What follows belongs to an exercise in optimizing a design on an open flow for a short achievable clock period and few clock cycles; a production flow would make more cautious choices.
Only simulation tests tie the RTL to the original design; equivalence was not proved.
No activity file was given, so power comes from the tool's default toggle rates.

Design MIPSProcessor, start of the top module:
module MIPSProcessor (
    input    wire               clk, rst,
    output   wire    [31:0]     imem_addr,
    input    wire    [31:0]     imem_rdata,
    output   wire    [31:0]     dmem_addr,
    output   wire    [31:0]     dmem_wdata,
    output   wire               dmem_we,
    input    wire    [31:0]     dmem_rdata
);
For scale: ~6600 cells after synthesis, roughly 89000 µm² of cells after synthesis.
export LEC_CHECK = 0
export ABC_CLOCK_PERIOD_IN_PS = 3000
export CAP_MARGIN = 20
export CELL_PAD_IN_SITES_DETAIL_PLACEMENT = 1
export CELL_PAD_IN_SITES_GLOBAL_PLACEMENT = 1
export CORE_MARGIN = 2
export CORE_UTILIZATION = 50
export CTS_BUF_LIST = sky130_fd_sc_hd__clkbuf_16
export CTS_CLUSTER_DIAMETER = 100
export CTS_CLUSTER_SIZE = 25
export SETUP_SLACK_MARGIN = 5
export SLEW_MARGIN = 20
create_clock -name core_clock -period 12.0 [get_ports {clk}]
standard.sh (not shown) runs the stock make flow with config.mk's settings and CLKGATE_MAP_FILE= SYNTH_SCRIPT=/design/flow/synth_recipe.tcl, a recipe that flattens the netlist after the stock synthesis.
==> flow/flow/run.sh <==
#!/bin/bash
# The standard layout, with timing repair aiming past the 12 ns clock:
# repair_timing treats any path with less than SETUP_SLACK_MARGIN of slack
# as failing, so it keeps sizing and buffering the longest paths.
set -euo pipefail
bash standard.sh SETUP_SLACK_MARGIN=8.3 finish > standard_flow.log 2>&1
Testbench counts at the start, summed over its fixed seeds: cycles 37,333.
==> next run, changes <==
--- a/flow/design.v
+++ b/flow/design.v
@@ -978,13 +978,13 @@
 reg  [31:0] resM, sdM, addrM;
 reg         wenW;
 reg  [4:0]  dstW;
 reg  [31:0] resW;
 reg  [31:0] rf [0:31];
 reg  [31:0] rfv;
-wire        stallD, redirD, redirE;
+wire        stallD, redirE;
 wire [31:0] instF = imem_rdata;
 wire        jF    = (instF[31:26] == OP_J);
 wire [31:0] pc4F  = pcF + 32'd4;
 wire [8:0]  btLo  = {1'b0, pc4F[9:2]} + {1'b0, instF[7:0]};
 wire        bsF   = (instF[31:26] == OP_BEQ) & (instF[25:21] == instF[20:16]) &
                     (instF[15:8] == 8'd0) & ~btLo[8];
@@ -1004,24 +1004,25 @@
 wire isBeq = (opD == OP_BEQ);
 wire [4:0] dstD  = isR ? rdD : rtD;
 wire       wenD  = vD & (isR | isAdi | isLw) & (dstD != 5'd0);
 wire       useRs = vD & (isR | isAdi | isLw | isSw | isBeq) & (rsD != 5'd0);
 wire       useRt = vD & (isR | isSw | isBeq) & (rtD != 5'd0);
 wire       useImm = isAdi | isLw | isSw;
-wire       beqSame = isBeq & (rsD == rtD);
 wire       mulD  = isR & (fnD == 6'b011100);
 wire [1:0] aluD  = (isR & (fnD == 6'b100010)) ? 2'd1 :
                    (isR & (fnD == 6'b101010)) ? 2'd2 : 2'd0;
 wire [31:0] tgtD = pc4D + {immD[29:0], 2'b00};
 wire memE = ldE | swE;
 wire eldD = isLw & (rsD == 5'd0) & ~memE;
+wire esD  = vD & isSw & (rsD == 5'd0) & ~memE &
+            ~(useRt & ((wenE & (rtD == dstE)) | (wenM & (rtD == dstM))));
+wire esGo = esD & ~redirE;
 wire hazE   = wenE & (ldE | mulE);
 wire rsHit  = useRs & (rsD == dstE);
 wire rtHit  = useRt & (rtD == dstE);
 assign stallD = hazE & (rsHit | (rtHit & ~isSw));
-assign redirD = vD & beqSame & ~redirE;
 wire aME = useRs & wenE & (rsD == dstE);
 wire aWE = useRs & wenM & (rsD == dstM) & ~aME;
 wire bME = useRt & wenE & (rtD == dstE);
 wire bWE = useRt & wenM & (rtD == dstM) & ~bME;
 wire [31:0] rfA = (wenW & (dstW == rsD)) ? resW : (rf[rsD] & {32{rfv[rsD]}});
 wire [31:0] rfB = (wenW & (dstW == rtD)) ? resW : (rf[rtD] & {32{rfv[rtD]}});
@@ -1049,23 +1050,21 @@
 assign resMnext = mulM ? mulP : ldM ? dmem_rdata : resM;
 always @(posedge clk) begin
     if (!rst) begin
         pcF <= 32'd0;
     end else if (redirE) begin
         pcF <= tgtE;
-    end else if (redirD) begin
-        pcF <= tgtD;
     end else if (!stallD) begin
         pcF <= jF  ? {4'b0000, instF[25:0], 2'b00} :
                bsF ? btF : pc4F;
     end
 end
 always @(posedge clk or negedge rst) begin
     if (!rst) begin
         vD <= 1'b0;
-    end else if (redirE | redirD) begin
+    end else if (redirE) begin
         vD <= 1'b0;
     end else if (!stallD) begin
         vD <= ~(jF | bsF);
     end
 end
 always @(posedge clk) begin
@@ -1084,14 +1083,14 @@
         swE <= 1'b0; brE <= 1'b0;
     end else begin
         wenE <= wenD;
         ldE  <= isLw & ~eldD;
         eldE <= eldD;
         mulE <= mulD & wenD;
-        swE  <= isSw;
-        brE  <= isBeq & ~beqSame;
+        swE  <= isSw & ~esD;
+        brE  <= isBeq;
     end
 end
 always @(posedge clk) begin
     dstE <= dstD;
     aluE <= aluD;
     opAE <= opA;
@@ -1113,20 +1112,20 @@
     if (!rst) begin
         wenM <= 1'b0; ldM <= 1'b0; mulM <= 1'b0; weM <= 1'b0;
     end else begin
         wenM <= wenE;
         ldM  <= ldE;
         mulM <= mulE;
-        weM  <= swE;
+        weM  <= swE | esGo;
     end
 end
 always @(posedge clk) begin
     dstM     <= dstE;
     resM     <= aluOut;
-    sdM      <= fSXE ? resMnext : SD;
-    addrM    <= (vD & eldD) ? immD : sumE;
+    sdM      <= esD ? rfB : fSXE ? resMnext : SD;
+    addrM    <= ((vD & eldD) | esD) ? immD : sumE;
     mulRowsM <= mulRowsE;
 end
 always @(posedge clk or negedge rst) begin
     if (!rst) begin
         wenW <= 1'b0;
     end else begin
Effect: Synthesized cell count went up by 1.8%. Power grows by 1.5%. Synthesized area climbs by 0.44%. Wire length grows by 2.1%. Count of clock-buffer cells in the layout stays the same. Maximum frequency went down by 3.1%. Die area is higher by 0.43%. Worst setup slack degrades by 120 ps. Clock skew decreases by 16 ps. Register-to-register slack is worse by 20 ps.
Testbench counts after the change, summed over its fixed seeds: cycles 37,178.

==> port drivers added, routing unchanged <==
Ports are ideal in the flow. The routed layouts listed here were re-timed in OpenROAD.
Step 1 (the two cells are an assumption about what drives the block):
set clk [get_ports {clk}]
set_driving_cell -lib_cell sky130_fd_sc_hd__clkbuf_16 $clk
set_driving_cell -lib_cell sky130_fd_sc_hd__buf_2 [delete_from_list [all_inputs] $clk]
Step 2, shift: input delay + t, output delay - t, t = (earliest + latest rising clock arrival at the registers) / 2. This alone moves slack from input paths to output paths.
Slacks: ideal / step 1 / step 2; pairs: ideal / step 1.
| run | t, ns | setup slack, ns | worst data-port slew with drivers (ns) |
|---|---|---|---|
| the first run | 0.832 | 8.103 / 8.103 / 7.368 | 0.07 |
| the second run | 0.863 | 7.981 / 8.045 / 7.182 | 0.10 |
After both steps setup and hold are still met in every run listed. For the second run, which loses most, drivers alone change the setup slack by +0.064 ns; drivers and shift together by -0.799 ns.
